Source: an optimization exercise on an open RTL-to-GDS flow (aim: small area, a short achievable clock period and few clock cycles per item). Production flows keep margins and buffers that such runs may drop. Function was checked by simulation only, so behaviour that the tests miss may differ from the original. No activity file was given, so power comes from the tool's default toggle rates.

<file path="design/flow/config.mk">
export PLATFORM = sky130hd
export DESIGN_NAME = shift_add_multiplier
export DESIGN_NICKNAME = shift_add_multiplier
export VERILOG_FILES = /design/flow/design.v
export SDC_FILE = /design/flow/constraint.sdc
export NUM_CORES = 4
export LEC_CHECK = 0
export CAP_MARGIN = 0
export CORE_MARGIN = 2
export CORE_UTILIZATION = 40
export CTS_BUF_LIST = sky130_fd_sc_hd__clkbuf_8
export GPL_TIMING_DRIVEN = 0
export SETUP_SLACK_MARGIN = 2.4
export SLEW_MARGIN = 0
export SYNTH_HIERARCHICAL = 1
</file>
<file path="design/flow/constraint.sdc">
create_clock -name core_clock -period 5.0 [get_ports {clk}]
set_input_delay 1.0000 -clock core_clock [delete_from_list [all_inputs] [get_ports {clk}]]
set_output_delay 1.0000 -clock core_clock [all_outputs]
set_load 0.01 [all_outputs]
</file>
<file path="design/flow/design.v">
`default_nettype none `timescale 1ns / 1ns
module shift_add_multiplier #(
    parameter integer WIDTH = 16
) (
    input wire clk,
    input wire reset_n,
    input wire tvalid_slave_1,
    input signed [WIDTH-1:0] tdata_slave_1,
    output wire tready_slave_1,
    input wire tvalid_slave_2,
    input signed [WIDTH-1:0] tdata_slave_2,
    output wire tready_slave_2,
    output reg tvalid_master,
    output reg signed [WIDTH-1:0] tdata_master,
    input wire tready_master
);
  reg held_1;
  reg held_2;
  reg [WIDTH-1:0] factor_a;
  reg [7:0] b_neg;
  reg [7:0] b_one;
  reg [7:0] b_two;
  wire [16:0] b_in = {tdata_slave_2, 1'b0};
  wire [7:0] b_in_neg, b_in_one, b_in_two;
  genvar gk;
  generate
    for (gk = 0; gk < 8; gk = gk + 1) begin : g_enc
      assign b_in_neg[gk] = b_in[2*gk+2];
      assign b_in_one[gk] = b_in[2*gk+1] ^ b_in[2*gk];
      assign b_in_two[gk] = (b_in[2*gk+2] & ~b_in[2*gk+1] & ~b_in[2*gk]) | (~b_in[2*gk+2] & b_in[2*gk+1] & b_in[2*gk]);
    end
  endgenerate
  wire [WIDTH-1:0] product;
  reg mid_valid_1;
  reg pipe_c188;
  reg pipe_c223;
  reg pipe_s225;
  reg pipe_s199;
  reg pipe_s228;
  reg pipe_c226;
  reg pipe_s248;
  reg pipe_c246;
  reg pipe_s251;
  reg pipe_c249;
  reg pipe_s254;
  reg pipe_c252;
  reg pipe_s257;
  reg pipe_c255;
  reg pipe_c258;
  reg pipe_g277;
  reg pipe_p278;
  reg pipe_g275;
  reg pipe_p276;
  reg pipe_g279;
  reg pipe_p280;
  reg pipe_G296;
  reg pipe_P297;
  reg pipe_g271;
  reg pipe_p272;
  reg pipe_G308;
  reg pipe_P309;
  reg pipe_p274;
  reg pipe_c229;
  reg pipe_x372;
  reg pipe_pp1;
  reg pipe_p266;
  reg pipe_r348;
  reg pipe_r349;
  wire room_1 = ~mid_valid_1 | ~tvalid_master;
  wire room_2 = ~tvalid_master;
  wire advance_1 = held_1 & held_2 & (room_1 | tready_master);
  wire advance_2 = mid_valid_1 & (room_2 | tready_master);
  wire input_transaction_1 = tvalid_slave_1 & tready_slave_1;
  wire input_transaction_2 = tvalid_slave_2 & tready_slave_2;
  sam_rdy u_rdy_1 (.held(held_1), .other(held_2), .room(room_1), .tready_master(tready_master), .tready(tready_slave_1));
  sam_rdy u_rdy_2 (.held(held_2), .other(held_1), .room(room_1), .tready_master(tready_master), .tready(tready_slave_2));
  always @(posedge clk) begin
    if (input_transaction_1) factor_a <= tdata_slave_1;
    if (input_transaction_2) begin
      b_neg <= b_in_neg;
      b_one <= b_in_one;
      b_two <= b_in_two;
    end
    if (advance_1) begin
      pipe_c188 <= c188;
      pipe_c223 <= c223;
      pipe_s225 <= s225;
      pipe_s199 <= s199;
      pipe_s228 <= s228;
      pipe_c226 <= c226;
      pipe_s248 <= s248;
      pipe_c246 <= c246;
      pipe_s251 <= s251;
      pipe_c249 <= c249;
      pipe_s254 <= s254;
      pipe_c252 <= c252;
      pipe_s257 <= s257;
      pipe_c255 <= c255;
      pipe_c258 <= c258;
      pipe_g277 <= g277;
      pipe_p278 <= p278;
      pipe_g275 <= g275;
      pipe_p276 <= p276;
      pipe_g279 <= g279;
      pipe_p280 <= p280;
      pipe_G296 <= G296;
      pipe_P297 <= P297;
      pipe_g271 <= g271;
      pipe_p272 <= p272;
      pipe_G308 <= G308;
      pipe_P309 <= P309;
      pipe_p274 <= p274;
      pipe_c229 <= c229;
      pipe_x372 <= x372;
      pipe_pp1 <= pp1;
      pipe_p266 <= p266;
      pipe_r348 <= r348;
      pipe_r349 <= r349;
    end
    if (advance_2) tdata_master <= product;
    if (!reset_n) begin
      held_1 <= 1'b0;
      held_2 <= 1'b0;
      mid_valid_1 <= 1'b0;
      tvalid_master <= 1'b0;
    end else begin
      held_1 <= input_transaction_1 | (held_1 & ~advance_1);
      held_2 <= input_transaction_2 | (held_2 & ~advance_1);
      mid_valid_1 <= advance_1 | (mid_valid_1 & ~advance_2);
      tvalid_master <= advance_2 | (tvalid_master & ~tready_master);
    end
  end
  wire [15:0] a = factor_a;
  wire pp1 = b_one[0] & a[0];
  wire pc2 = b_neg[0] & ~pp1;
  wire m3;
  sam_ao22 u_m3 (.x1(a[1]), .x2(a[0]), .one(b_one[0]), .two(b_two[0]), .m(m3));
  wire pp4;
  sam_x2 u_pp4 (.a(m3), .b(b_neg[0]), .y(pp4));
  wire m5;
  sam_ao22 u_m5 (.x1(a[2]), .x2(a[1]), .one(b_one[0]), .two(b_two[0]), .m(m5));
  wire pp6;
  sam_x2 u_pp6 (.a(m5), .b(b_neg[0]), .y(pp6));
  wire m7;
  sam_ao22 u_m7 (.x1(a[3]), .x2(a[2]), .one(b_one[0]), .two(b_two[0]), .m(m7));
  wire pp8;
  sam_x2 u_pp8 (.a(m7), .b(b_neg[0]), .y(pp8));
  wire m9;
  sam_ao22 u_m9 (.x1(a[4]), .x2(a[3]), .one(b_one[0]), .two(b_two[0]), .m(m9));
  wire pp10;
  sam_x2 u_pp10 (.a(m9), .b(b_neg[0]), .y(pp10));
  wire m11;
  sam_ao22 u_m11 (.x1(a[5]), .x2(a[4]), .one(b_one[0]), .two(b_two[0]), .m(m11));
  wire pp12;
  sam_x2 u_pp12 (.a(m11), .b(b_neg[0]), .y(pp12));
  wire m13;
  sam_ao22 u_m13 (.x1(a[6]), .x2(a[5]), .one(b_one[0]), .two(b_two[0]), .m(m13));
  wire pp14;
  sam_x2 u_pp14 (.a(m13), .b(b_neg[0]), .y(pp14));
  wire m15;
  sam_ao22 u_m15 (.x1(a[7]), .x2(a[6]), .one(b_one[0]), .two(b_two[0]), .m(m15));
  wire pp16;
  sam_x2 u_pp16 (.a(m15), .b(b_neg[0]), .y(pp16));
  wire m17;
  sam_ao22 u_m17 (.x1(a[8]), .x2(a[7]), .one(b_one[0]), .two(b_two[0]), .m(m17));
  wire pp18;
  sam_x2 u_pp18 (.a(m17), .b(b_neg[0]), .y(pp18));
  wire m19;
  sam_ao22 u_m19 (.x1(a[9]), .x2(a[8]), .one(b_one[0]), .two(b_two[0]), .m(m19));
  wire pp20;
  sam_x2 u_pp20 (.a(m19), .b(b_neg[0]), .y(pp20));
  wire m21;
  sam_ao22 u_m21 (.x1(a[10]), .x2(a[9]), .one(b_one[0]), .two(b_two[0]), .m(m21));
  wire pp22;
  sam_x2 u_pp22 (.a(m21), .b(b_neg[0]), .y(pp22));
  wire m23;
  sam_ao22 u_m23 (.x1(a[11]), .x2(a[10]), .one(b_one[0]), .two(b_two[0]), .m(m23));
  wire pp24;
  sam_x2 u_pp24 (.a(m23), .b(b_neg[0]), .y(pp24));
  wire m25;
  sam_ao22 u_m25 (.x1(a[12]), .x2(a[11]), .one(b_one[0]), .two(b_two[0]), .m(m25));
  wire pp26;
  sam_x2 u_pp26 (.a(m25), .b(b_neg[0]), .y(pp26));
  wire m27;
  sam_ao22 u_m27 (.x1(a[13]), .x2(a[12]), .one(b_one[0]), .two(b_two[0]), .m(m27));
  wire pp28;
  sam_x2 u_pp28 (.a(m27), .b(b_neg[0]), .y(pp28));
  wire m29;
  sam_ao22 u_m29 (.x1(a[14]), .x2(a[13]), .one(b_one[0]), .two(b_two[0]), .m(m29));
  wire pp30;
  sam_x2 u_pp30 (.a(m29), .b(b_neg[0]), .y(pp30));
  wire m31;
  sam_ao22 u_m31 (.x1(a[15]), .x2(a[14]), .one(b_one[0]), .two(b_two[0]), .m(m31));
  wire pp32;
  sam_x2 u_pp32 (.a(m31), .b(b_neg[0]), .y(pp32));
  wire pp33 = b_one[1] & a[0];
  wire pc34 = b_neg[1] & ~pp33;
  wire m35;
  sam_ao22 u_m35 (.x1(a[1]), .x2(a[0]), .one(b_one[1]), .two(b_two[1]), .m(m35));
  wire pp36;
  sam_x2 u_pp36 (.a(m35), .b(b_neg[1]), .y(pp36));
  wire m37;
  sam_ao22 u_m37 (.x1(a[2]), .x2(a[1]), .one(b_one[1]), .two(b_two[1]), .m(m37));
  wire pp38;
  sam_x2 u_pp38 (.a(m37), .b(b_neg[1]), .y(pp38));
  wire m39;
  sam_ao22 u_m39 (.x1(a[3]), .x2(a[2]), .one(b_one[1]), .two(b_two[1]), .m(m39));
  wire pp40;
  sam_x2 u_pp40 (.a(m39), .b(b_neg[1]), .y(pp40));
  wire m41;
  sam_ao22 u_m41 (.x1(a[4]), .x2(a[3]), .one(b_one[1]), .two(b_two[1]), .m(m41));
  wire pp42;
  sam_x2 u_pp42 (.a(m41), .b(b_neg[1]), .y(pp42));
  wire m43;
  sam_ao22 u_m43 (.x1(a[5]), .x2(a[4]), .one(b_one[1]), .two(b_two[1]), .m(m43));
  wire pp44;
  sam_x2 u_pp44 (.a(m43), .b(b_neg[1]), .y(pp44));
  wire m45;
  sam_ao22 u_m45 (.x1(a[6]), .x2(a[5]), .one(b_one[1]), .two(b_two[1]), .m(m45));
  wire pp46;
  sam_x2 u_pp46 (.a(m45), .b(b_neg[1]), .y(pp46));
  wire m47;
  sam_ao22 u_m47 (.x1(a[7]), .x2(a[6]), .one(b_one[1]), .two(b_two[1]), .m(m47));
  wire pp48;
  sam_x2 u_pp48 (.a(m47), .b(b_neg[1]), .y(pp48));
  wire m49;
  sam_ao22 u_m49 (.x1(a[8]), .x2(a[7]), .one(b_one[1]), .two(b_two[1]), .m(m49));
  wire pp50;
  sam_x2 u_pp50 (.a(m49), .b(b_neg[1]), .y(pp50));
  wire m51;
  sam_ao22 u_m51 (.x1(a[9]), .x2(a[8]), .one(b_one[1]), .two(b_two[1]), .m(m51));
  wire pp52;
  sam_x2 u_pp52 (.a(m51), .b(b_neg[1]), .y(pp52));
  wire m53;
  sam_ao22 u_m53 (.x1(a[10]), .x2(a[9]), .one(b_one[1]), .two(b_two[1]), .m(m53));
  wire pp54;
  sam_x2 u_pp54 (.a(m53), .b(b_neg[1]), .y(pp54));
  wire m55;
  sam_ao22 u_m55 (.x1(a[11]), .x2(a[10]), .one(b_one[1]), .two(b_two[1]), .m(m55));
  wire pp56;
  sam_x2 u_pp56 (.a(m55), .b(b_neg[1]), .y(pp56));
  wire m57;
  sam_ao22 u_m57 (.x1(a[12]), .x2(a[11]), .one(b_one[1]), .two(b_two[1]), .m(m57));
  wire pp58;
  sam_x2 u_pp58 (.a(m57), .b(b_neg[1]), .y(pp58));
  wire m59;
  sam_ao22 u_m59 (.x1(a[13]), .x2(a[12]), .one(b_one[1]), .two(b_two[1]), .m(m59));
  wire pp60;
  sam_x2 u_pp60 (.a(m59), .b(b_neg[1]), .y(pp60));
  wire pp61 = b_one[2] & a[0];
  wire pc62 = b_neg[2] & ~pp61;
  wire m63;
  sam_ao22 u_m63 (.x1(a[1]), .x2(a[0]), .one(b_one[2]), .two(b_two[2]), .m(m63));
  wire pp64;
  sam_x2 u_pp64 (.a(m63), .b(b_neg[2]), .y(pp64));
  wire m65;
  sam_ao22 u_m65 (.x1(a[2]), .x2(a[1]), .one(b_one[2]), .two(b_two[2]), .m(m65));
  wire pp66;
  sam_x2 u_pp66 (.a(m65), .b(b_neg[2]), .y(pp66));
  wire m67;
  sam_ao22 u_m67 (.x1(a[3]), .x2(a[2]), .one(b_one[2]), .two(b_two[2]), .m(m67));
  wire pp68;
  sam_x2 u_pp68 (.a(m67), .b(b_neg[2]), .y(pp68));
  wire m69;
  sam_ao22 u_m69 (.x1(a[4]), .x2(a[3]), .one(b_one[2]), .two(b_two[2]), .m(m69));
  wire pp70;
  sam_x2 u_pp70 (.a(m69), .b(b_neg[2]), .y(pp70));
  wire m71;
  sam_ao22 u_m71 (.x1(a[5]), .x2(a[4]), .one(b_one[2]), .two(b_two[2]), .m(m71));
  wire pp72;
  sam_x2 u_pp72 (.a(m71), .b(b_neg[2]), .y(pp72));
  wire m73;
  sam_ao22 u_m73 (.x1(a[6]), .x2(a[5]), .one(b_one[2]), .two(b_two[2]), .m(m73));
  wire pp74;
  sam_x2 u_pp74 (.a(m73), .b(b_neg[2]), .y(pp74));
  wire m75;
  sam_ao22 u_m75 (.x1(a[7]), .x2(a[6]), .one(b_one[2]), .two(b_two[2]), .m(m75));
  wire pp76;
  sam_x2 u_pp76 (.a(m75), .b(b_neg[2]), .y(pp76));
  wire m77;
  sam_ao22 u_m77 (.x1(a[8]), .x2(a[7]), .one(b_one[2]), .two(b_two[2]), .m(m77));
  wire pp78;
  sam_x2 u_pp78 (.a(m77), .b(b_neg[2]), .y(pp78));
  wire m79;
  sam_ao22 u_m79 (.x1(a[9]), .x2(a[8]), .one(b_one[2]), .two(b_two[2]), .m(m79));
  wire pp80;
  sam_x2 u_pp80 (.a(m79), .b(b_neg[2]), .y(pp80));
  wire m81;
  sam_ao22 u_m81 (.x1(a[10]), .x2(a[9]), .one(b_one[2]), .two(b_two[2]), .m(m81));
  wire pp82;
  sam_x2 u_pp82 (.a(m81), .b(b_neg[2]), .y(pp82));
  wire m83;
  sam_ao22 u_m83 (.x1(a[11]), .x2(a[10]), .one(b_one[2]), .two(b_two[2]), .m(m83));
  wire pp84;
  sam_x2 u_pp84 (.a(m83), .b(b_neg[2]), .y(pp84));
  wire pp85 = b_one[3] & a[0];
  wire pc86 = b_neg[3] & ~pp85;
  wire m87;
  sam_ao22 u_m87 (.x1(a[1]), .x2(a[0]), .one(b_one[3]), .two(b_two[3]), .m(m87));
  wire pp88;
  sam_x2 u_pp88 (.a(m87), .b(b_neg[3]), .y(pp88));
  wire m89;
  sam_ao22 u_m89 (.x1(a[2]), .x2(a[1]), .one(b_one[3]), .two(b_two[3]), .m(m89));
  wire pp90;
  sam_x2 u_pp90 (.a(m89), .b(b_neg[3]), .y(pp90));
  wire m91;
  sam_ao22 u_m91 (.x1(a[3]), .x2(a[2]), .one(b_one[3]), .two(b_two[3]), .m(m91));
  wire pp92;
  sam_x2 u_pp92 (.a(m91), .b(b_neg[3]), .y(pp92));
  wire m93;
  sam_ao22 u_m93 (.x1(a[4]), .x2(a[3]), .one(b_one[3]), .two(b_two[3]), .m(m93));
  wire pp94;
  sam_x2 u_pp94 (.a(m93), .b(b_neg[3]), .y(pp94));
  wire m95;
  sam_ao22 u_m95 (.x1(a[5]), .x2(a[4]), .one(b_one[3]), .two(b_two[3]), .m(m95));
  wire pp96;
  sam_x2 u_pp96 (.a(m95), .b(b_neg[3]), .y(pp96));
  wire m97;
  sam_ao22 u_m97 (.x1(a[6]), .x2(a[5]), .one(b_one[3]), .two(b_two[3]), .m(m97));
  wire pp98;
  sam_x2 u_pp98 (.a(m97), .b(b_neg[3]), .y(pp98));
  wire m99;
  sam_ao22 u_m99 (.x1(a[7]), .x2(a[6]), .one(b_one[3]), .two(b_two[3]), .m(m99));
  wire pp100;
  sam_x2 u_pp100 (.a(m99), .b(b_neg[3]), .y(pp100));
  wire m101;
  sam_ao22 u_m101 (.x1(a[8]), .x2(a[7]), .one(b_one[3]), .two(b_two[3]), .m(m101));
  wire pp102;
  sam_x2 u_pp102 (.a(m101), .b(b_neg[3]), .y(pp102));
  wire m103;
  sam_ao22 u_m103 (.x1(a[9]), .x2(a[8]), .one(b_one[3]), .two(b_two[3]), .m(m103));
  wire pp104;
  sam_x2 u_pp104 (.a(m103), .b(b_neg[3]), .y(pp104));
  wire pp105 = b_one[4] & a[0];
  wire pc106 = b_neg[4] & ~pp105;
  wire m107;
  sam_ao22 u_m107 (.x1(a[1]), .x2(a[0]), .one(b_one[4]), .two(b_two[4]), .m(m107));
  wire pp108;
  sam_x2 u_pp108 (.a(m107), .b(b_neg[4]), .y(pp108));
  wire m109;
  sam_ao22 u_m109 (.x1(a[2]), .x2(a[1]), .one(b_one[4]), .two(b_two[4]), .m(m109));
  wire pp110;
  sam_x2 u_pp110 (.a(m109), .b(b_neg[4]), .y(pp110));
  wire m111;
  sam_ao22 u_m111 (.x1(a[3]), .x2(a[2]), .one(b_one[4]), .two(b_two[4]), .m(m111));
  wire pp112;
  sam_x2 u_pp112 (.a(m111), .b(b_neg[4]), .y(pp112));
  wire m113;
  sam_ao22 u_m113 (.x1(a[4]), .x2(a[3]), .one(b_one[4]), .two(b_two[4]), .m(m113));
  wire pp114;
  sam_x2 u_pp114 (.a(m113), .b(b_neg[4]), .y(pp114));
  wire m115;
  sam_ao22 u_m115 (.x1(a[5]), .x2(a[4]), .one(b_one[4]), .two(b_two[4]), .m(m115));
  wire pp116;
  sam_x2 u_pp116 (.a(m115), .b(b_neg[4]), .y(pp116));
  wire m117;
  sam_ao22 u_m117 (.x1(a[6]), .x2(a[5]), .one(b_one[4]), .two(b_two[4]), .m(m117));
  wire pp118;
  sam_x2 u_pp118 (.a(m117), .b(b_neg[4]), .y(pp118));
  wire m119;
  sam_ao22 u_m119 (.x1(a[7]), .x2(a[6]), .one(b_one[4]), .two(b_two[4]), .m(m119));
  wire pp120;
  sam_x2 u_pp120 (.a(m119), .b(b_neg[4]), .y(pp120));
  wire pp121 = b_one[5] & a[0];
  wire pc122 = b_neg[5] & ~pp121;
  wire m123;
  sam_ao22 u_m123 (.x1(a[1]), .x2(a[0]), .one(b_one[5]), .two(b_two[5]), .m(m123));
  wire pp124;
  sam_x2 u_pp124 (.a(m123), .b(b_neg[5]), .y(pp124));
  wire m125;
  sam_ao22 u_m125 (.x1(a[2]), .x2(a[1]), .one(b_one[5]), .two(b_two[5]), .m(m125));
  wire pp126;
  sam_x2 u_pp126 (.a(m125), .b(b_neg[5]), .y(pp126));
  wire m127;
  sam_ao22 u_m127 (.x1(a[3]), .x2(a[2]), .one(b_one[5]), .two(b_two[5]), .m(m127));
  wire pp128;
  sam_x2 u_pp128 (.a(m127), .b(b_neg[5]), .y(pp128));
  wire m129;
  sam_ao22 u_m129 (.x1(a[4]), .x2(a[3]), .one(b_one[5]), .two(b_two[5]), .m(m129));
  wire pp130;
  sam_x2 u_pp130 (.a(m129), .b(b_neg[5]), .y(pp130));
  wire m131;
  sam_ao22 u_m131 (.x1(a[5]), .x2(a[4]), .one(b_one[5]), .two(b_two[5]), .m(m131));
  wire pp132;
  sam_x2 u_pp132 (.a(m131), .b(b_neg[5]), .y(pp132));
  wire pp133 = b_one[6] & a[0];
  wire pc134 = b_neg[6] & ~pp133;
  wire m135;
  sam_ao22 u_m135 (.x1(a[1]), .x2(a[0]), .one(b_one[6]), .two(b_two[6]), .m(m135));
  wire pp136;
  sam_x2 u_pp136 (.a(m135), .b(b_neg[6]), .y(pp136));
  wire m137;
  sam_ao22 u_m137 (.x1(a[2]), .x2(a[1]), .one(b_one[6]), .two(b_two[6]), .m(m137));
  wire pp138;
  sam_x2 u_pp138 (.a(m137), .b(b_neg[6]), .y(pp138));
  wire m139;
  sam_ao22 u_m139 (.x1(a[3]), .x2(a[2]), .one(b_one[6]), .two(b_two[6]), .m(m139));
  wire pp140;
  sam_x2 u_pp140 (.a(m139), .b(b_neg[6]), .y(pp140));
  wire pp141 = b_one[7] & a[0];
  wire pc142 = b_neg[7] & ~pp141;
  wire m143;
  sam_ao22 u_m143 (.x1(a[1]), .x2(a[0]), .one(b_one[7]), .two(b_two[7]), .m(m143));
  wire pp144;
  sam_x2 u_pp144 (.a(m143), .b(b_neg[7]), .y(pp144));
  wire s145, s146;
  sam_ha u_s145 (.a(pc122), .b(pp24), .s(s145), .co(s146));
  wire xy147;
  sam_x2 u_xy147 (.a(pp133), .b(pp26), .y(xy147));
  wire s148;
  sam_x2 u_s148 (.a(xy147), .b(pp54), .y(s148));
  wire c149;
  sam_maj u_c149 (.a(pp133), .b(pp26), .c(pp54), .y(c149));
  wire xy150;
  sam_x2 u_xy150 (.a(pc134), .b(pp28), .y(xy150));
  wire s151;
  sam_x2 u_s151 (.a(xy150), .b(pp56), .y(s151));
  wire c152;
  sam_maj u_c152 (.a(pc134), .b(pp28), .c(pp56), .y(c152));
  wire s153, s154;
  sam_ha u_s153 (.a(pp80), .b(pp100), .s(s153), .co(s154));
  wire xy155;
  sam_x2 u_xy155 (.a(pp141), .b(pp30), .y(xy155));
  wire s156;
  sam_x2 u_s156 (.a(xy155), .b(pp58), .y(s156));
  wire c157;
  sam_maj u_c157 (.a(pp141), .b(pp30), .c(pp58), .y(c157));
  wire xy158;
  sam_x2 u_xy158 (.a(pp82), .b(pp102), .y(xy158));
  wire s159;
  sam_x2 u_s159 (.a(xy158), .b(pp118), .y(s159));
  wire c160;
  sam_maj u_c160 (.a(pp82), .b(pp102), .c(pp118), .y(c160));
  wire s161, s162;
  sam_ha u_s161 (.a(pc86), .b(pp16), .s(s161), .co(s162));
  wire xy163;
  sam_x2 u_xy163 (.a(pp105), .b(pp18), .y(xy163));
  wire s164;
  sam_x2 u_s164 (.a(xy163), .b(pp46), .y(s164));
  wire c165;
  sam_maj u_c165 (.a(pp105), .b(pp18), .c(pp46), .y(c165));
  wire xy166;
  sam_x2 u_xy166 (.a(pc106), .b(pp20), .y(xy166));
  wire s167;
  sam_x2 u_s167 (.a(xy166), .b(pp48), .y(s167));
  wire c168;
  sam_maj u_c168 (.a(pc106), .b(pp20), .c(pp48), .y(c168));
  wire s169, s170;
  sam_ha u_s169 (.a(pp72), .b(pp92), .s(s169), .co(s170));
  wire xy171;
  sam_x2 u_xy171 (.a(pp121), .b(pp22), .y(xy171));
  wire s172;
  sam_x2 u_s172 (.a(xy171), .b(pp50), .y(s172));
  wire c173;
  sam_maj u_c173 (.a(pp121), .b(pp22), .c(pp50), .y(c173));
  wire xy174;
  sam_x2 u_xy174 (.a(pp74), .b(pp94), .y(xy174));
  wire s175;
  sam_x2 u_s175 (.a(xy174), .b(pp110), .y(s175));
  wire c176;
  sam_maj u_c176 (.a(pp74), .b(pp94), .c(pp110), .y(c176));
  wire xy177;
  sam_x2 u_xy177 (.a(pp52), .b(pp76), .y(xy177));
  wire s178;
  sam_x2 u_s178 (.a(xy177), .b(pp96), .y(s178));
  wire c179;
  sam_maj u_c179 (.a(pp52), .b(pp76), .c(pp96), .y(c179));
  wire xy180;
  sam_x2 u_xy180 (.a(pp112), .b(pp124), .y(xy180));
  wire s181;
  sam_x2 u_s181 (.a(xy180), .b(s145), .y(s181));
  wire c182;
  sam_maj u_c182 (.a(pp112), .b(pp124), .c(s145), .y(c182));
  wire xy183;
  sam_x2 u_xy183 (.a(pp78), .b(pp98), .y(xy183));
  wire s184;
  sam_x2 u_s184 (.a(xy183), .b(pp114), .y(s184));
  wire c185;
  sam_maj u_c185 (.a(pp78), .b(pp98), .c(pp114), .y(c185));
  wire xy186;
  sam_x2 u_xy186 (.a(pp126), .b(s146), .y(xy186));
  wire s187;
  sam_x2 u_s187 (.a(xy186), .b(s148), .y(s187));
  wire c188;
  sam_maj u_c188 (.a(pp126), .b(s146), .c(s148), .y(c188));
  wire xy189;
  sam_x2 u_xy189 (.a(pp116), .b(pp128), .y(xy189));
  wire s190;
  sam_x2 u_s190 (.a(xy189), .b(pp136), .y(s190));
  wire c191;
  sam_maj u_c191 (.a(pp116), .b(pp128), .c(pp136), .y(c191));
  wire xy192;
  sam_x2 u_xy192 (.a(s153), .b(c149), .y(xy192));
  wire s193;
  sam_x2 u_s193 (.a(xy192), .b(s151), .y(s193));
  wire c194;
  sam_maj u_c194 (.a(s153), .b(c149), .c(s151), .y(c194));
  wire xy195;
  sam_x2 u_xy195 (.a(pp130), .b(pp138), .y(xy195));
  wire s196;
  sam_x2 u_s196 (.a(xy195), .b(s154), .y(s196));
  wire c197;
  sam_maj u_c197 (.a(pp130), .b(pp138), .c(s154), .y(c197));
  wire xy198;
  sam_x2 u_xy198 (.a(c152), .b(s156), .y(xy198));
  wire s199;
  sam_x2 u_s199 (.a(xy198), .b(s159), .y(s199));
  wire c200;
  sam_maj u_c200 (.a(c152), .b(s156), .c(s159), .y(c200));
  wire s201, s202;
  sam_ha u_s201 (.a(pc62), .b(pp12), .s(s201), .co(s202));
  wire xy203;
  sam_x2 u_xy203 (.a(pp85), .b(pp14), .y(xy203));
  wire s204;
  sam_x2 u_s204 (.a(xy203), .b(pp42), .y(s204));
  wire c205;
  sam_maj u_c205 (.a(pp85), .b(pp14), .c(pp42), .y(c205));
  wire xy206;
  sam_x2 u_xy206 (.a(pp44), .b(pp68), .y(xy206));
  wire s207;
  sam_x2 u_s207 (.a(xy206), .b(pp88), .y(s207));
  wire c208;
  sam_maj u_c208 (.a(pp44), .b(pp68), .c(pp88), .y(c208));
  wire xy209;
  sam_x2 u_xy209 (.a(pp70), .b(pp90), .y(xy209));
  wire s210;
  sam_x2 u_s210 (.a(xy209), .b(s162), .y(s210));
  wire c211;
  sam_maj u_c211 (.a(pp70), .b(pp90), .c(s162), .y(c211));
  wire xy212;
  sam_x2 u_xy212 (.a(pp108), .b(s169), .y(xy212));
  wire s213;
  sam_x2 u_s213 (.a(xy212), .b(c165), .y(s213));
  wire c214;
  sam_maj u_c214 (.a(pp108), .b(s169), .c(c165), .y(c214));
  wire xy215;
  sam_x2 u_xy215 (.a(s170), .b(c168), .y(xy215));
  wire s216;
  sam_x2 u_s216 (.a(xy215), .b(s172), .y(s216));
  wire c217;
  sam_maj u_c217 (.a(s170), .b(c168), .c(s172), .y(c217));
  wire xy218;
  sam_x2 u_xy218 (.a(c173), .b(c176), .y(xy218));
  wire s219;
  sam_x2 u_s219 (.a(xy218), .b(s178), .y(s219));
  wire c220;
  sam_maj u_c220 (.a(c173), .b(c176), .c(s178), .y(c220));
  wire xy221;
  sam_x2 u_xy221 (.a(c179), .b(s184), .y(xy221));
  wire s222;
  sam_x2 u_s222 (.a(xy221), .b(c182), .y(s222));
  wire c223;
  sam_maj u_c223 (.a(c179), .b(s184), .c(c182), .y(c223));
  wire xy224;
  sam_x2 u_xy224 (.a(c185), .b(s190), .y(xy224));
  wire s225;
  sam_x2 u_s225 (.a(xy224), .b(s193), .y(s225));
  wire c226;
  sam_maj u_c226 (.a(c185), .b(s190), .c(s193), .y(c226));
  wire xy227;
  sam_x2 u_xy227 (.a(c191), .b(s196), .y(xy227));
  wire s228;
  sam_x2 u_s228 (.a(xy227), .b(c194), .y(s228));
  wire c229;
  sam_maj u_c229 (.a(c191), .b(s196), .c(c194), .y(c229));
  wire s230, s231;
  sam_ha u_s230 (.a(pc34), .b(pp8), .s(s230), .co(s231));
  wire xy232;
  sam_x2 u_xy232 (.a(pp61), .b(pp10), .y(xy232));
  wire s233;
  sam_x2 u_s233 (.a(xy232), .b(pp38), .y(s233));
  wire c234;
  sam_maj u_c234 (.a(pp61), .b(pp10), .c(pp38), .y(c234));
  wire xy235;
  sam_x2 u_xy235 (.a(pp40), .b(pp64), .y(xy235));
  wire s236;
  sam_x2 u_s236 (.a(xy235), .b(s201), .y(s236));
  wire c237;
  sam_maj u_c237 (.a(pp40), .b(pp64), .c(s201), .y(c237));
  wire xy238;
  sam_x2 u_xy238 (.a(pp66), .b(s202), .y(xy238));
  wire s239;
  sam_x2 u_s239 (.a(xy238), .b(s204), .y(s239));
  wire c240;
  sam_maj u_c240 (.a(pp66), .b(s202), .c(s204), .y(c240));
  wire xy241;
  sam_x2 u_xy241 (.a(s161), .b(c205), .y(xy241));
  wire s242;
  sam_x2 u_s242 (.a(xy241), .b(s207), .y(s242));
  wire c243;
  sam_maj u_c243 (.a(s161), .b(c205), .c(s207), .y(c243));
  wire xy244;
  sam_x2 u_xy244 (.a(c208), .b(s164), .y(xy244));
  wire s245;
  sam_x2 u_s245 (.a(xy244), .b(s210), .y(s245));
  wire c246;
  sam_maj u_c246 (.a(c208), .b(s164), .c(s210), .y(c246));
  wire xy247;
  sam_x2 u_xy247 (.a(s167), .b(c211), .y(xy247));
  wire s248;
  sam_x2 u_s248 (.a(xy247), .b(s213), .y(s248));
  wire c249;
  sam_maj u_c249 (.a(s167), .b(c211), .c(s213), .y(c249));
  wire xy250;
  sam_x2 u_xy250 (.a(s175), .b(c214), .y(xy250));
  wire s251;
  sam_x2 u_s251 (.a(xy250), .b(s216), .y(s251));
  wire c252;
  sam_maj u_c252 (.a(s175), .b(c214), .c(s216), .y(c252));
  wire xy253;
  sam_x2 u_xy253 (.a(s181), .b(s219), .y(xy253));
  wire s254;
  sam_x2 u_s254 (.a(xy253), .b(c217), .y(s254));
  wire c255;
  sam_maj u_c255 (.a(s181), .b(s219), .c(c217), .y(c255));
  wire xy256;
  sam_x2 u_xy256 (.a(s187), .b(c220), .y(xy256));
  wire s257;
  sam_x2 u_s257 (.a(xy256), .b(s222), .y(s257));
  wire c258;
  sam_maj u_c258 (.a(s187), .b(c220), .c(s222), .y(c258));
  wire xy259;
  sam_x2 u_xy259 (.a(pipe_c188), .b(pipe_c223), .y(xy259));
  wire s260;
  sam_x2 u_s260 (.a(xy259), .b(pipe_s225), .y(s260));
  wire c261;
  sam_maj u_c261 (.a(pipe_c188), .b(pipe_c223), .c(pipe_s225), .y(c261));
  wire xy262;
  sam_x2 u_xy262 (.a(pipe_s199), .b(pipe_s228), .y(xy262));
  wire s263;
  sam_x2 u_s263 (.a(xy262), .b(pipe_c226), .y(s263));
  wire c264;
  sam_maj u_c264 (.a(pipe_s199), .b(pipe_s228), .c(pipe_c226), .y(c264));
  wire g265 = pc2 & pp4;
  wire p266 = pc2 ^ pp4;
  wire g267 = pp33 & pp6;
  wire p268 = pp33 ^ pp6;
  wire g269 = pp36 & s230;
  wire p270 = pp36 ^ s230;
  wire g271 = s233 & s231;
  wire p272 = s233 ^ s231;
  wire g273 = s236 & c234;
  wire p274 = s236 ^ c234;
  wire g275 = s239 & c237;
  wire p276 = s239 ^ c237;
  wire g277 = s242 & c240;
  wire p278 = s242 ^ c240;
  wire g279 = s245 & c243;
  wire p280 = s245 ^ c243;
  wire g281 = pipe_s248 & pipe_c246;
  wire p282 = pipe_s248 ^ pipe_c246;
  wire g283 = pipe_s251 & pipe_c249;
  wire p284 = pipe_s251 ^ pipe_c249;
  wire g285 = pipe_s254 & pipe_c252;
  wire p286 = pipe_s254 ^ pipe_c252;
  wire g287 = pipe_s257 & pipe_c255;
  wire p288 = pipe_s257 ^ pipe_c255;
  wire g289 = s260 & pipe_c258;
  wire p290 = s260 ^ pipe_c258;
  wire g291 = s263 & c261;
  wire p292 = s263 ^ c261;
  wire P293 = p266 & pp1;
  wire G294 = g269 | (p270 & g267);
  wire P295 = p270 & p268;
  wire G296 = g273 | (p274 & g271);
  wire P297 = p274 & p272;
  wire G298 = pipe_g277 | (pipe_p278 & pipe_g275);
  wire P299 = pipe_p278 & pipe_p276;
  wire G300 = g281 | (p282 & pipe_g279);
  wire P301 = p282 & pipe_p280;
  wire G302 = g285 | (p286 & g283);
  wire P303 = p286 & p284;
  wire G304 = g289 | (p290 & g287);
  wire P305 = p290 & p288;
  wire G306 = g267 | (p268 & g265);
  wire P307 = p268 & P293;
  wire G308 = G294 | (P295 & g265);
  wire P309 = P295 & P293;
  wire G310 = pipe_g275 | (pipe_p276 & pipe_G296);
  wire P311 = pipe_p276 & pipe_P297;
  wire G312 = G298 | (P299 & pipe_G296);
  wire P313 = P299 & pipe_P297;
  wire G314 = g283 | (p284 & G300);
  wire P315 = p284 & P301;
  wire G316 = G302 | (P303 & G300);
  wire P317 = P303 & P301;
  wire G318 = g291 | (p292 & G304);
  wire P319 = p292 & P305;
  wire G320 = pipe_g271 | (pipe_p272 & pipe_G308);
  wire P321 = pipe_p272 & pipe_P309;
  wire G322 = pipe_G296 | (pipe_P297 & pipe_G308);
  wire P323 = pipe_P297 & pipe_P309;
  wire G324 = G310 | (P311 & pipe_G308);
  wire P325 = P311 & pipe_P309;
  wire G326 = G312 | (P313 & pipe_G308);
  wire P327 = P313 & pipe_P309;
  wire G328 = g287 | (p288 & G316);
  wire P329 = p288 & P317;
  wire G330 = G304 | (P305 & G316);
  wire P331 = P305 & P317;
  wire G332 = G318 | (P319 & G316);
  wire P333 = P319 & P317;
  wire G334 = pipe_g279 | (pipe_p280 & G326);
  wire P335 = pipe_p280 & P327;
  wire G336 = G300 | (P301 & G326);
  wire P337 = P301 & P327;
  wire G338 = G314 | (P315 & G326);
  wire P339 = P315 & P327;
  wire G340 = G316 | (P317 & G326);
  wire P341 = P317 & P327;
  wire G342 = G328 | (P329 & G326);
  wire P343 = P329 & P327;
  wire G344 = G330 | (P331 & G326);
  wire P345 = P331 & P327;
  wire G346 = G332 | (P333 & G326);
  wire P347 = P333 & P327;
  wire r348 = p268 ^ g265;
  wire r349 = p270 ^ G306;
  wire r350 = pipe_p272 ^ pipe_G308;
  wire r351 = pipe_p274 ^ G320;
  wire r352 = pipe_p276 ^ G322;
  wire r353 = pipe_p278 ^ G324;
  wire r354 = pipe_p280 ^ G326;
  wire r355 = p282 ^ G334;
  wire r356 = p284 ^ G336;
  wire r357 = p286 ^ G338;
  wire r358 = p288 ^ G340;
  wire r359 = p290 ^ G342;
  wire r360 = p292 ^ G344;
  wire x361;
  sam_x2 u_x361 (.a(pc142), .b(pp104), .y(x361));
  wire x362;
  sam_x2 u_x362 (.a(pp120), .b(pp132), .y(x362));
  wire x363;
  sam_x2 u_x363 (.a(pp140), .b(pp144), .y(x363));
  wire x364;
  sam_x2 u_x364 (.a(pp32), .b(pp60), .y(x364));
  wire x365;
  sam_x2 u_x365 (.a(pp84), .b(x361), .y(x365));
  wire x366;
  sam_x2 u_x366 (.a(x362), .b(x363), .y(x366));
  wire x367;
  sam_x2 u_x367 (.a(x364), .b(c157), .y(x367));
  wire x368;
  sam_x2 u_x368 (.a(c160), .b(x365), .y(x368));
  wire x369;
  sam_x2 u_x369 (.a(x366), .b(x367), .y(x369));
  wire x370;
  sam_x2 u_x370 (.a(c197), .b(x368), .y(x370));
  wire x371;
  sam_x2 u_x371 (.a(x369), .b(c200), .y(x371));
  wire x372;
  sam_x2 u_x372 (.a(x370), .b(x371), .y(x372));
  wire x373;
  sam_x2 u_x373 (.a(pipe_c229), .b(pipe_x372), .y(x373));
  wire x374;
  sam_x2 u_x374 (.a(c264), .b(x373), .y(x374));
  wire x375;
  sam_x2 u_x375 (.a(x374), .b(G346), .y(x375));
  assign product = {x375, r360, r359, r358, r357, r356, r355, r354, r353, r352, r351, r350, pipe_r349, pipe_r348, pipe_p266, pipe_pp1};
endmodule
module sam_rdy (
    input wire held,
    input wire other,
    input wire room,
    input wire tready_master,
    output wire tready
);
  assign tready = ~held | (other & (room | tready_master));
endmodule
module sam_fa (
    input wire a,
    input wire b,
    input wire c,
    output wire s,
    output wire co
);
  assign s  = a ^ b ^ c;
  assign co = (a & b) | (a & c) | (b & c);
endmodule
module sam_ha (
    input wire a,
    input wire b,
    output wire s,
    output wire co
);
  assign s  = a ^ b;
  assign co = a & b;
endmodule
module sam_x2 (
    input wire a,
    input wire b,
    output wire y
);
  assign y = a ^ b;
endmodule
module sam_maj (
    input wire a,
    input wire b,
    input wire c,
    output wire y
);
  assign y = (a & b) | (a & c) | (b & c);
endmodule
module sam_ao22 (
    input wire x1,
    input wire x2,
    input wire one,
    input wire two,
    output wire m
);
  assign m = (one & x1) | (two & x2);
endmodule
module sam_bsel (
    input wire x1,
    input wire x2,
    input wire one,
    input wire two,
    input wire neg,
    output wire pp
);
  assign pp = ((one & x1) | (two & x2)) ^ neg;
endmodule
</file>
<file path="design/flow/flow/run.sh">
#!/bin/bash
# The standard layout (standard.sh), with the port buffers that global
# placement inserts made from the smallest buffer cell, and clock tree
# synthesis building larger sink clusters without dummy loads.
set -euo pipefail
export BUFFER_PORTS_ARGS="-buffer_cell sky130_fd_sc_hd__buf_1"
export CTS_ARGS="-sink_clustering_enable -repair_clock_nets -buf_list sky130_fd_sc_hd__clkbuf_8 -sink_clustering_size 24 -dont_use_dummy_load"
bash standard.sh > standard.log 2>&1
</file>
<file path="design/flow/standard.sh">
#!/bin/bash
# synth_recipe.tcl (not shown) runs the flow's synth.tcl, then flattens the netlist and writes it again
# the make line also repeats each setting of config.mk as NAME=value (left out here)
make -C /OpenROAD-flow-scripts/flow DESIGN_CONFIG=/design/flow/config.mk WORK_HOME=/design/flow/orfs CLKGATE_MAP_FILE= SYNTH_SCRIPT=/design/flow/synth_recipe.tcl "${@:-finish}"
</file>
==> impl_results.html, run 1 <==
<table>
<tr><th>Metric</th><th>Value</th></tr>
<tr><th colspan="2">Global route</th></tr>
<tr><td>First-pass GRT wire length</td><td>18600 um</td></tr>
<tr><td>Total global-route track usage</td><td>0.147</td></tr>
<tr><td>Gr busiest metal</td><td>met2</td></tr>
<tr><td>GRT met3 Usage</td><td>0.0257</td></tr>
<tr><td>Number of global-route vias before repair</td><td>3791</td></tr>
<tr><td>Met2 GRT Util</td><td>0.250</td></tr>
<tr><td>Maximum number of pins on one net before global-route repair</td><td>34</td></tr>
<tr><td>Number of antenna violations at the first check in global routing</td><td>0</td></tr>
<tr><td>Overall overflow remaining after global route</td><td>0</td></tr>
<tr><td>Met1 track utilization from global routing</td><td>0.180</td></tr>
<tr><th colspan="2">Floorplan</th></tr>
<tr><td>Die X-Extent</td><td>127 um</td></tr>
<tr><td>Number of placed I/O pins</td><td>56</td></tr>
<tr><td>Die Span Y</td><td>127 um</td></tr>
<tr><td>Starting Density</td><td>0.412</td></tr>
<tr><td>Row Count</td><td>44</td></tr>
<tr><td>Floorplan core area</td><td>0.0146 mm^2</td></tr>
<tr><td>Total Die Area</td><td>0.0161 mm^2</td></tr>
<tr><th colspan="2">CTS</th></tr>
<tr><td>Total number of H-tree levels</td><td>3</td></tr>
<tr><td>Worst-skew pair later-pin latency</td><td>approximately 0.38 ns</td></tr>
<tr><td>CTS Hold Buffers Added</td><td>0</td></tr>
<tr><td>TritonCTS clock tree</td><td>built</td></tr>
<tr><td>Sink count of the clock tree</td><td>93</td></tr>
<tr><td>Max clock buf depth</td><td>2</td></tr>
<tr><td>CTS root buf</td><td>clkbuf_8</td></tr>
<tr><td>CTS clock-pin slew for the worst setup and hold paths</td><td>0.09 ns</td></tr>
<tr><td>Clock buffer count from CTS</td><td>9</td></tr>
<tr><th colspan="2">Yosys</th></tr>
<tr><td>Number of warnings printed during yosys synthesis</td><td>7</td></tr>
<tr><td>Adder-cell share of the synthesized area</td><td>0.116</td></tr>
<tr><td>Area share of xor/xnor cells in the synthesized design</td><td>0.241</td></tr>
<tr><td>Post-synthesis instance area</td><td>0.00603 mm^2</td></tr>
<tr><td>Multiplexer area fraction after synthesis</td><td>0</td></tr>
<tr><td>Fraction of the yosys area taken by sequential cells</td><td>0.456</td></tr>
<tr><td>Number of nets produced by synthesis</td><td>537</td></tr>
<tr><td>Compound-cell area share of the yosys netlist</td><td>0.125</td></tr>
<tr><td>Post-synthesis async set-or-reset flop share</td><td>0</td></tr>
<tr><td>Dominant combinational cell family by area after synthesis</td><td>XOR/XNOR gates</td></tr>
<tr><td>Post-synth cell types</td><td>32</td></tr>
<tr><td>Synthesized-area fraction occupied by and/or/nand/nor cells</td><td>0.0612</td></tr>
<tr><td>Syn Inst Count</td><td>between 400 and 500</td></tr>
<tr><td>Post-synthesis sequential element count</td><td>93</td></tr>
<tr><td>Dominant synthesized flop cell</td><td>edfxtp_1</td></tr>
<tr><td>Synthesized area per cell</td><td>12.6 um^2</td></tr>
<tr><td>Number of enable-type register cells in the synthesized netlist</td><td>89</td></tr>
<tr><th colspan="2">Worst setup path</th></tr>
<tr><td>Worst path buffer plus inverter count</td><td>0</td></tr>
<tr><td>R2R cell count</td><td>6</td></tr>
<tr><td>Delay-heaviest family, CP</td><td>adder cells</td></tr>
<tr><td>FF-to-FF setup slack</td><td>2.52 ns</td></tr>
<tr><td>Category of the worst setup path capture point</td><td>flop</td></tr>
<tr><td>Reg2Reg Capture Point</td><td>pipe_c258</td></tr>
<tr><td>CP Data Required Time</td><td>5.10 ns</td></tr>
<tr><td>Crit path largest cell delay</td><td>0.53 ns</td></tr>
<tr><td>Slowest stage cell, crit path</td><td>edfxtp_1</td></tr>
<tr><td>Startpoint types</td><td>flop</td></tr>
<tr><td>Start-to-end type of the worst setup path</td><td>flop to flop</td></tr>
<tr><td>Series of cell instances along the critical path</td><td>a22o_1 -&gt; xor2_1 -&gt; ha_1 -&gt; maj3_2 -&gt; xor2_1 -&gt; maj3_2</td></tr>
<tr><td>Critical Path AT</td><td>2.58 ns</td></tr>
<tr><td>Peak fanout along the critical path</td><td>6</td></tr>
<tr><td>Cell depth of the worst setup path</td><td>6</td></tr>
<tr><td>Worst reg2reg path startpoint</td><td>b_one[0]</td></tr>
<tr><th colspan="2">Min path</th></tr>
<tr><td>Type of the tightest min-delay check</td><td>flop to flop</td></tr>
<tr><td>Cell depth of the worst min-delay path</td><td>0</td></tr>
<tr><td>Hold path startpoint</td><td>pipe_r349</td></tr>
<tr><td>Worst min-delay path endpoint</td><td>tdata_master[3]</td></tr>
<tr><th colspan="2">Detailed routing</th></tr>
<tr><td>Initial detailed-routing violation count</td><td>151</td></tr>
<tr><td>DRC errors left</td><td>0</td></tr>
<tr><td>Post-detailed-route count of antenna-violating nets</td><td>0</td></tr>
<tr><td>Detail-routed net length per standard cell</td><td>around 15 um</td></tr>
<tr><td>Detailed-route vias per instance</td><td>5.18</td></tr>
<tr><td>Count of TritonRoute iterations in the first routing pass</td><td>4</td></tr>
<tr><td>WL final</td><td>11100 um</td></tr>
<tr><td>Total vias in the final route</td><td>3868</td></tr>
<tr><th colspan="2">Placement</th></tr>
<tr><td>Routability congestion estimate from global placement</td><td>0.819</td></tr>
<tr><td>Detailed placer's ending HPWL</td><td>8030 um</td></tr>
<tr><td>Port bufs</td><td>55</td></tr>
<tr><th colspan="2">Timing</th></tr>
<tr><td>Total negative setup slack</td><td>0 ns</td></tr>
<tr><td>Worst clock skew</td><td>0.0304 ns</td></tr>
<tr><td>Highest Clock Rate</td><td>about 0.40 GHz</td></tr>
<tr><td>Slew headroom</td><td>0.235</td></tr>
<tr><td>Slew at the pin closest to its max-slew limit</td><td>1.15 ns</td></tr>
<tr><td>Clock period minus final worst setup slack</td><td>between 2 and 2.5 ns</td></tr>
<tr><td>RSZ-0062 raised after global routing</td><td>yes</td></tr>
<tr><td>Hold Vio Cnt, Final</td><td>0</td></tr>
<tr><td>Final cycle utilization of the critical path</td><td>0.496</td></tr>
<tr><td>Final setup violation count</td><td>0</td></tr>
<tr><td>Fin. max-slew vios</td><td>0</td></tr>
<tr><th colspan="2">Power</th></tr>
<tr><td>Worst VDD drop</td><td>0.179 mV</td></tr>
<tr><td>LEAKAGE</td><td>approximately 2.6 nW</td></tr>
<tr><td>Power per cell area</td><td>roughly 350 mW/mm^2</td></tr>
<tr><th colspan="2">Layout</th></tr>
<tr><td>Most frequent standard cell in the layout excluding fill and tap cells</td><td>xor2_1</td></tr>
<tr><td>Synth-to-Final Area Change</td><td>12.4%</td></tr>
<tr><td>Final core occ</td><td>0.463</td></tr>
<tr><td># nets final</td><td>625</td></tr>
<tr><td>Diodes inserted</td><td>0</td></tr>
<tr><td>Fraction of final layout cells sized beyond drive strength 1</td><td>0.130</td></tr>
<tr><td>Commonest cells after routing, fill and taps aside</td><td>xor2_1 (160), edfxtp_1 (89), a22o_1 (64)</td></tr>
<tr><th colspan="2">Run</th></tr>
<tr><td>Number of violations of the max-capacitance limit</td><td>0</td></tr>
<tr><th colspan="2">Run status</th></tr>
<tr><td>Status</td><td>finished clean</td></tr>
</table>
[registers in the layout, indices dropped and copies added, names as in the netlist, 8 cells and up]
name          count
b_neg             8
b_one             8
b_two             8
factor_a         16
tdata_master     16
[worst max path at each step]
stage             startpoint               end
3_3_place_gp   tready_master  tdata_master[15]
2_1_floorplan       b_one[0]         pipe_c258
5_1_grt             b_two[2]         pipe_c258
3_5_place_dp   tready_master         pipe_x372
4_1_cts             b_one[2]         pipe_c258
6_report            b_one[0]         pipe_c258
[cell type report]
cell class / instances / area (um^2)
clock buffers: 9 / 124
fillers: 1368 / 7860
inverters: 1 / 7.51
multi-input cells: 383 / 3290
flip-flops and latches: 93 / 2750
well taps: 184 / 230
repair buffers: 77 / 372
[synth_stat cells (4+ instances only)]
cell type	n	area, um^2
a21o_1	5	37.5
nand2_1	7	26.3
nor2b_1	13	81.3
nand2b_1	8	50.1
o21ai_0	9	45.0
xor2_1	162	1420
dfxtp_1	4	80.1
maj3_2	36	405
nor2_1	9	33.8
a21oi_1	5	25.0
xnor2_1	4	35.0
ha_1	22	275
and2_1	11	68.8
a22o_1	64	561
edfxtp_1	89	2670
nand3b_1	7	52.6
[Yosys stat by module (local to each module, per instance)]
module	cells	area [um^2]	copies in the design
shift_add_multiplier	216	3650	1
sam_x2	1	8.76	151
sam_ha	1	12.5	6
sam_maj	1	11.3	36
sam_ao22	1	8.76	64
sam_rdy	2	8.76	2
[repair_timing]
item,CTS,global route
endpoints found under the setup margin,1,20
resized for setup,0,3
setup buffers,15,7
[worst reg2reg max path, cell delays in order (launching register included)]
cell and delay (ns):
edfxtp_1 0.53, a22o_1 0.29, xor2_1 0.24, ha_1 0.31, maj3_2 0.34, xor2_1 0.19
maj3_2 0.31
[metal layers]
layer	part of all wire	wire length [um]
met1	0.46	5060
met2	0.49	5410
met3	0.036	401
met4	0.022	245
met5	0	0
[power breakdown]
part	switching, mW	internal (mW)	total [mW]
sequential	0.0675	1.00	1.07
clock	0.225	0.161	0.386
combinational	0.488	0.456	0.943
[per-stage QoR]
stage	setup WS (ns)	total power, mW	cells	cell area, um^2	hold slack (ns)
after floorplan	2.65	1.84	477	6030	0.400
after global placement	2.23	2.00	716	6470	0.404
after detailed placement	2.21	2.02	716	6470	0.405
after CTS	2.48	2.43	740	6710	0.423
after global routing	2.36	2.58	747	6780	0.429
final	2.52	2.40	747	6780	0.421
[cells by family after synthesis]
logic type,Yosys count
XOR/XNOR,166
AO/OA/AOI/OAI,94
flip-flops,93
AND/OR/NAND/NOR,64
adder cells (fa/ha/maj),59
buffers and inverters,1
Testbench counts, summed over its fixed seeds: cycles 1,224, items 1,200.
==> inputs of run 2 (changes only) <==
--- a/design/flow/config.mk
+++ b/design/flow/config.mk
@@ -10,6 +10,7 @@
 export CORE_UTILIZATION = 40
 export CTS_BUF_LIST = sky130_fd_sc_hd__clkbuf_8
 export GPL_TIMING_DRIVEN = 0
-export SETUP_SLACK_MARGIN = 2.4
+export PLACE_DENSITY = 0.75
+export SETUP_SLACK_MARGIN = 2.3
 export SLEW_MARGIN = 0
 export SYNTH_HIERARCHICAL = 1
==> run 2 against run 1 <==
- register-to-register slack got worse by 0.09 ns
- final area fell by 2.4%
- highest routed layer unchanged
- worst hold slack better by 0.0018 ns
- synthesized cell count unchanged
- synthesized area did not move
- first-iteration DRC count up 13%
- global-route usage decreased by 0.52 points
- clock skew fell by 0.0028 ns
- still clean on timing, DRC and antenna
- combinational power shrank 2%
==> impl_results.html, run 2 <==
<table>
<tr><th>Metric</th><th>Value</th></tr>
<tr><th colspan="2">Detailed routing</th></tr>
<tr><td>Count of TritonRoute iterations in the first routing pass</td><td>4</td></tr>
<tr><td>Initial detailed-routing violation count</td><td>around 170</td></tr>
<tr><td>WL final</td><td>10900 um</td></tr>
<tr><td>Detail-routed net length per standard cell</td><td>between 15 and 20 um</td></tr>
<tr><td>DRC errors left</td><td>0</td></tr>
<tr><td>Post-detailed-route count of antenna-violating nets</td><td>0</td></tr>
<tr><td>Detailed-route vias per instance</td><td>5.23</td></tr>
<tr><td>Total vias in the final route</td><td>3796</td></tr>
<tr><th colspan="2">Yosys</th></tr>
<tr><td>Fraction of the yosys area taken by sequential cells</td><td>0.456</td></tr>
<tr><td>Main area contributors after synthesis</td><td>edfxtp_1 (44%), xor2_1 (24%), a22o_1 (9.3%)</td></tr>
<tr><td>Most frequent cells after synthesis</td><td>xor2_1 (162), edfxtp_1 (89), a22o_1 (64), maj3_2 (36), ha_1 (22)</td></tr>
<tr><td>Synthesized-area fraction occupied by and/or/nand/nor cells</td><td>0.0612</td></tr>
<tr><td>Compound-cell area share of the yosys netlist</td><td>0.125</td></tr>
<tr><td>Dominant synthesized flop cell</td><td>edfxtp_1</td></tr>
<tr><td>Dominant combinational cell family by area after synthesis</td><td>XOR/XNOR gates</td></tr>
<tr><td>Post-synthesis instance area</td><td>0.00603 mm^2</td></tr>
<tr><td>Syn Inst Count</td><td>477</td></tr>
<tr><td>Multiplexer area fraction after synthesis</td><td>0</td></tr>
<tr><td>Post-synthesis sequential element count</td><td>93</td></tr>
<tr><td>Leading cell type by number of instances after synthesis</td><td>xor2_1</td></tr>
<tr><td>Portion of synthesized cell area occupied by the leading cell type</td><td>0.443</td></tr>
<tr><td>Area leader, netlist</td><td>edfxtp_1</td></tr>
<tr><td>Number of nets produced by synthesis</td><td>about 540</td></tr>
<tr><td>Number of warnings printed during yosys synthesis</td><td>7</td></tr>
<tr><td>Post-synth cell types</td><td>32</td></tr>
<tr><td>Adder-cell share of the synthesized area</td><td>0.116</td></tr>
<tr><td>Post-synthesis async set-or-reset flop share</td><td>0</td></tr>
<tr><td>Number of enable-type register cells in the synthesized netlist</td><td>roughly 90</td></tr>
<tr><td>Synthesized area per cell</td><td>~13 um^2</td></tr>
<tr><td>Area share of xor/xnor cells in the synthesized design</td><td>0.241</td></tr>
<tr><th colspan="2">Global route</th></tr>
<tr><td>Number of global-route vias before repair</td><td>3694</td></tr>
<tr><td>First-pass GRT wire length</td><td>18100 um</td></tr>
<tr><td>Total global-route track usage</td><td>0.142</td></tr>
<tr><td>Maximum number of pins on one net before global-route repair</td><td>34</td></tr>
<tr><td>Overall overflow remaining after global route</td><td>0</td></tr>
<tr><td>Number of antenna violations at the first check in global routing</td><td>0</td></tr>
<tr><th colspan="2">CTS</th></tr>
<tr><td>Clock buffer count from CTS</td><td>9</td></tr>
<tr><td>Post-cts gate resize count</td><td>0</td></tr>
<tr><td>CTS root buf</td><td>clkbuf_8</td></tr>
<tr><td>Max clock buf depth</td><td>2</td></tr>
<tr><td>Post-CTS setup repair buffer count</td><td>0</td></tr>
<tr><td>CTS Hold Buffers Added</td><td>0</td></tr>
<tr><td>Worst-skew pair later-pin latency</td><td>0.38 ns</td></tr>
<tr><td>TritonCTS clock tree</td><td>built</td></tr>
<tr><td>CTS clock-pin slew for the worst setup and hold paths</td><td>0.10 ns</td></tr>
<tr><td>Sink count of the clock tree</td><td>93</td></tr>
<tr><td>Total number of H-tree levels</td><td>3</td></tr>
<tr><th colspan="2">Layout</th></tr>
<tr><td>Final core occ</td><td>0.452</td></tr>
<tr><td>Most frequent standard cell in the layout excluding fill and tap cells</td><td>xor2_1</td></tr>
<tr><td>Synth-to-Final Area Change</td><td>9.66%</td></tr>
<tr><td>Commonest cells after routing, fill and taps aside</td><td>xor2_1 (162), edfxtp_1 (89), a22o_1 (64)</td></tr>
<tr><td># nets final</td><td>604</td></tr>
<tr><td>Diodes inserted</td><td>0</td></tr>
<tr><td>Filler cells</td><td>1378</td></tr>
<tr><td>Top Registers</td><td>factor_a: 16 flops, tdata_master: 16 flops</td></tr>
<tr><td>Fraction of final layout cells sized beyond drive strength 1</td><td>0.0904</td></tr>
<tr><th colspan="2">Worst setup path</th></tr>
<tr><td>FF-to-FF setup slack</td><td>around 2.4 ns</td></tr>
<tr><td>Start-to-end type of the worst setup path</td><td>flop to flop</td></tr>
<tr><td>Critical Path AT</td><td>2.68 ns</td></tr>
<tr><td>R2R cell count</td><td>6</td></tr>
<tr><td>CP Data Required Time</td><td>5.12 ns</td></tr>
<tr><td>Reg2Reg Capture Point</td><td>pipe_c258</td></tr>
<tr><td>Startpoint types</td><td>flop</td></tr>
<tr><td>Peak fanout along the critical path</td><td>15</td></tr>
<tr><td>Worst reg2reg path startpoint</td><td>b_two[0]</td></tr>
<tr><td>Category of the worst setup path capture point</td><td>flop</td></tr>
<tr><th colspan="2">Power</th></tr>
<tr><td>Worst VDD drop</td><td>0.197 mV</td></tr>
<tr><td>Power per cell area</td><td>363 mW/mm^2</td></tr>
<tr><td>Total design power</td><td>2.40 mW</td></tr>
<tr><td>LEAKAGE</td><td>2.53 nW</td></tr>
<tr><th colspan="2">Timing</th></tr>
<tr><td>RSZ-0062 raised after global routing</td><td>no</td></tr>
<tr><td>Final cycle utilization of the critical path</td><td>0.513</td></tr>
<tr><td>Highest Clock Rate</td><td>0.390 GHz</td></tr>
<tr><td>Clock period minus final worst setup slack</td><td>2.57 ns</td></tr>
<tr><td>Total negative setup slack</td><td>0 ns</td></tr>
<tr><td>Slew headroom</td><td>0.177</td></tr>
<tr><td>Fin. max-slew vios</td><td>0</td></tr>
<tr><td>Final setup violation count</td><td>0</td></tr>
<tr><td>Hold Vio Cnt, Final</td><td>0</td></tr>
<tr><td>Slew at the pin closest to its max-slew limit</td><td>1.23 ns</td></tr>
<tr><td>Worst clock skew</td><td>0.0277 ns</td></tr>
<tr><th colspan="2">Min path</th></tr>
<tr><td>Worst min-delay path endpoint</td><td>tdata_master[0]</td></tr>
<tr><td>Type of the tightest min-delay check</td><td>flop to flop</td></tr>
<tr><td>Cell depth of the worst min-delay path</td><td>0</td></tr>
<tr><td>Hold path startpoint</td><td>pipe_pp1</td></tr>
<tr><th colspan="2">Placement</th></tr>
<tr><td>Routability congestion estimate from global placement</td><td>0.866</td></tr>
<tr><td>Port bufs</td><td>55</td></tr>
<tr><td>Detailed placer's ending HPWL</td><td>8170 um</td></tr>
<tr><th colspan="2">Run status</th></tr>
<tr><td>Status</td><td>finished clean</td></tr>
<tr><th colspan="2">Floorplan</th></tr>
<tr><td>Floorplan core area</td><td>0.0146 mm^2</td></tr>
<tr><td>Starting Density</td><td>0.412</td></tr>
<tr><td>Number of placed I/O pins</td><td>56</td></tr>
<tr><td>Total Die Area</td><td>0.0161 mm^2</td></tr>
<tr><td>Row Count</td><td>44</td></tr>
<tr><td>Die Span Y</td><td>127 um</td></tr>
<tr><td>Die X-Extent</td><td>127 um</td></tr>
<tr><th colspan="2">Run</th></tr>
<tr><td>Number of violations of the max-capacitance limit</td><td>0</td></tr>
</table>
-- run 2: worst max path at each step --
stage	endpoint	slack, ns	start	cells past startpoint
CTS	pipe_c258	2.37	b_one[0]	6
global placement	tdata_master[15]	2.24	tready_master	3
floorplan	pipe_c258	2.65	b_one[0]	6
finish	pipe_c258	2.43	b_two[0]	6
global route	pipe_p280	2.30	b_two[0]	7
detailed placement	pipe_s228	2.21	tready_master	5
-- run 2: per-module statistics from Yosys, one instance, submodules excluded --
| module | times used | cells | flops+latches | area (um^2) |
|---|---|---|---|---|
| sam_x2 | 151 | 1 | 0 | 8.76 |
| sam_rdy | 2 | 2 | 0 | 8.76 |
| sam_ao22 | 64 | 1 | 0 | 8.76 |
| sam_maj | 36 | 1 | 0 | 11.3 |
| sam_ha | 6 | 1 | 0 | 12.5 |
| shift_add_multiplier | 1 | 216 | 93 | 3650 |
-- run 2: cells by family after synthesis --
group	count (synthesis)
AO/OA/AOI/OAI	94
XOR/XNOR	166
adder cells (fa/ha/maj)	59
buffers and inverters	1
flip-flops	93
AND/OR/NAND/NOR	64
-- run 2: power breakdown --
part / total, mW / switching, mW / internal [mW]
combinational: 0.927 / 0.482 / 0.445
clock: 0.390 / 0.228 / 0.161
sequential: 1.08 / 0.0780 / 1.00
total: 2.40 / 0.788 / 1.61
-- run 2: per-stage QoR --
step | hold WS (ns) | worst slack [ns] | instances | cell area (um^2)
floorplan | 0.400 | 2.65 | 477 | 6030
global placement | 0.412 | 2.24 | 716 | 6470
detailed placement | 0.405 | 2.21 | 716 | 6470
CTS | 0.424 | 2.37 | 725 | 6600
global route | 0.443 | 2.30 | 726 | 6620
finish | 0.423 | 2.43 | 726 | 6620
-- run 2: final cells by class --
| cell class | count | area [um^2] | area share |
|---|---|---|---|
| multi-input cells | 383 | 3280 | 0.496 |
| flip-flops and latches | 93 | 2750 | 0.416 |
| well taps | 184 | 230 | 0.0348 |
| repair buffers | 56 | 226 | 0.0342 |
| clock buffers | 9 | 124 | 0.0187 |
| inverters | 1 | 3.75 | 0.000567 |
-- run 2: layer usage --
layer,routed length (um),GRT usage,up-vias
met5,0,0,-
li1,-,-,1904
met2,5110,0.232,88
met4,249,0.0646,0
met3,470,0.0274,15
met1,5090,0.182,1789
-- run 2: worst max-delay path, stage by stage (launching register included) --
cell and delay [ns]:
edfxtp_1 0.63, a22o_1 0.30, xor2_1 0.15, ha_1 0.36, maj3_2 0.34, xor2_1 0.19, maj3_2 0.32
==> inputs of run 3 (changes only) <==
==> design/flow/flow/run.sh (replaced) <==
#!/bin/bash
# The standard layout (standard.sh), with the port buffers that global
# placement inserts made from the smallest buffer cell, and clock tree
# synthesis building larger sink clusters without dummy loads.
set -euo pipefail
export BUFFER_PORTS_ARGS="-buffer_cell sky130_fd_sc_hd__buf_1"
export CTS_ARGS="-sink_clustering_enable -repair_clock_nets -buf_list sky130_fd_sc_hd__clkbuf_8 -sink_clustering_size 30 -sink_clustering_max_diameter 150 -dont_use_dummy_load"
bash standard.sh > standard.log 2>&1
--- a/design/flow/config.mk
+++ b/design/flow/config.mk
@@ -10,7 +10,6 @@
 export CORE_UTILIZATION = 40
 export CTS_BUF_LIST = sky130_fd_sc_hd__clkbuf_8
 export GPL_TIMING_DRIVEN = 0
-export PLACE_DENSITY = 0.75
 export SETUP_SLACK_MARGIN = 2.3
 export SLEW_MARGIN = 0
 export SYNTH_HIERARCHICAL = 1
==> run 3 against run 2 <==
- worst hold slack lost 0.0019 ns
- register-to-register slack gained 0.07 ns
- critical path type unchanged
- synthesized cell count is the same
- sequential cell count did not move
- still clean
- synthesized area did not move
- highest routed layer unchanged
- power down 0.32%
- die area did not move
- sequential power about the same
- worst setup slack better by 0.073 ns
- final area grew 1.6%
- final cell count grew 1.9%
==> impl_results.html, run 3 <==
<table>
<tr><th>Metric</th><th>Value</th></tr>
<tr><th colspan="2">CTS</th></tr>
<tr><td>Total number of H-tree levels</td><td>3</td></tr>
<tr><td>CTS root buf</td><td>clkbuf_8</td></tr>
<tr><td>TritonCTS clock tree</td><td>built</td></tr>
<tr><td>CTS clock-pin slew for the worst setup and hold paths</td><td>around 0.10 ns</td></tr>
<tr><td>Sink count of the clock tree</td><td>93</td></tr>
<tr><td>Clock buffer count from CTS</td><td>9</td></tr>
<tr><th colspan="2">Detailed routing</th></tr>
<tr><td>Count of TritonRoute iterations in the first routing pass</td><td>4</td></tr>
<tr><td>Total vias in the final route</td><td>around 3.8k</td></tr>
<tr><th colspan="2">Worst setup path</th></tr>
<tr><td>Delay-heaviest family, CP</td><td>XOR/XNOR gates</td></tr>
<tr><td>Crit path largest cell delay</td><td>0.58 ns</td></tr>
<tr><td>Reg2Reg Capture Point</td><td>pipe_c258</td></tr>
<tr><td>Slowest stage cell, crit path</td><td>edfxtp_1</td></tr>
<tr><td>Critical Path AT</td><td>2.60 ns</td></tr>
<tr><th colspan="2">Yosys</th></tr>
<tr><td>Main area contributors after synthesis</td><td>edfxtp_1 (44%), xor2_1 (24%), a22o_1 (9.3%)</td></tr>
<tr><td>Post-synth cell types</td><td>32</td></tr>
<tr><td>Fraction of the yosys area taken by sequential cells</td><td>0.456</td></tr>
<tr><th colspan="2">Layout</th></tr>
<tr><td>Number of cells in the finished layout apart from fillers</td><td>740</td></tr>
<tr><th colspan="2">Placement</th></tr>
<tr><td>Routability congestion estimate from global placement</td><td>0.819</td></tr>
<tr><th colspan="2">Run status</th></tr>
<tr><td>Status</td><td>finished clean</td></tr>
<tr><th colspan="2">Floorplan</th></tr>
<tr><td>Die Span Y</td><td>127 um</td></tr>
<tr><th colspan="2">Timing</th></tr>
<tr><td>Total negative setup slack</td><td>0 ns</td></tr>
<tr><th colspan="2">Global route</th></tr>
<tr><td>Total global-route track usage</td><td>0.144</td></tr>
<tr><td>First-pass GRT wire length</td><td>~18000 um</td></tr>
</table>
## run 3: kinds of logic (layout without fill, tap and decap cells)
group	Yosys count	after routing	share of synthesized area
buffers and inverters	1	80	0.000622
XOR/XNOR	166	166	0.241
flip-flops	93	93	0.456
AO/OA/AOI/OAI	94	94	0.125
AND/OR/NAND/NOR	64	64	0.0612
adder cells (fa/ha/maj)	59	59	0.116
## run 3: timing repair
item                                    4_1_cts  5_1_grt
endpoints found under the hold margin         0        0
buffers inserted                              0       15
endpoints found under the setup margin        0        3
## run 3: layout make-up
cell class                      count  area (um^2)  share of cell area
Inverter                            1         3.75            0.000558
Clock buffer                        9          124              0.0184
Timing Repair Buffer               70          332              0.0493
Sequential cell                    93         2750               0.410
Multi-Input combinational cell    383         3280               0.488
Tap cell                          184          230              0.0343
## run 3: stage by stage
| step | area, um^2 | hold slack (ns) | utilization | setup WS [ns] |
|---|---|---|---|---|
| CTS | 6600 | 0.423 | 0.450 | 2.32 |
| finish | 6720 | 0.421 | 0.459 | 2.51 |
| floorplan | 6030 | 0.400 | - | 2.65 |
| global placement | 6470 | 0.404 | 0.442 | 2.23 |
| global route | 6720 | 0.429 | 0.459 | 2.30 |
| detailed placement | 6470 | 0.405 | 0.442 | 2.21 |
## run 3: metal layers
layer | vias up | global-route usage
li1 | 1935 | -
met1 | 1797 | 0.179
met2 | 67 | 0.241
met3 | 17 | 0.0257
met4 | 0 | 0.0705
met5 | - | 0
## run 3: where the power goes
group          leakage [nW]  internal [mW]  switching [mW]
logic                  1.67          0.450           0.480
registers             0.866           1.00          0.0709
clock network        0.0647          0.161           0.224
total                  2.60           1.62           0.775
## run 3: modules after synthesis (local to each module, per instance)
module                times used  cells inside  cell area, um^2  flops+latches
sam_ao22                      64             1             8.76              0
sam_ha                         6             1             12.5              0
sam_maj                       36             1             11.3              0
sam_rdy                        2             2             8.76              0
sam_x2                       151             1             8.76              0
shift_add_multiplier           1           216             3650             93
## run 3: worst max path at each step
stage | to | slack (ns) | cells past startpoint
6_report | pipe_c258 | 2.51 | 7
2_1_floorplan | pipe_c258 | 2.65 | 6
3_3_place_gp | tdata_master[15] | 2.23 | 3
4_1_cts | pipe_c258 | 2.32 | 5
3_5_place_dp | pipe_x372 | 2.21 | 5
5_1_grt | pipe_c258 | 2.30 | 7

Setup slack of run 3, layout unchanged: 2.507 ns with ideal ports, 2.507 ns with driving cells assumed (clock clkbuf_16, inputs buf_2), 2.211 ns with port delays also shifted by the 0.397 ns mid clock arrival.
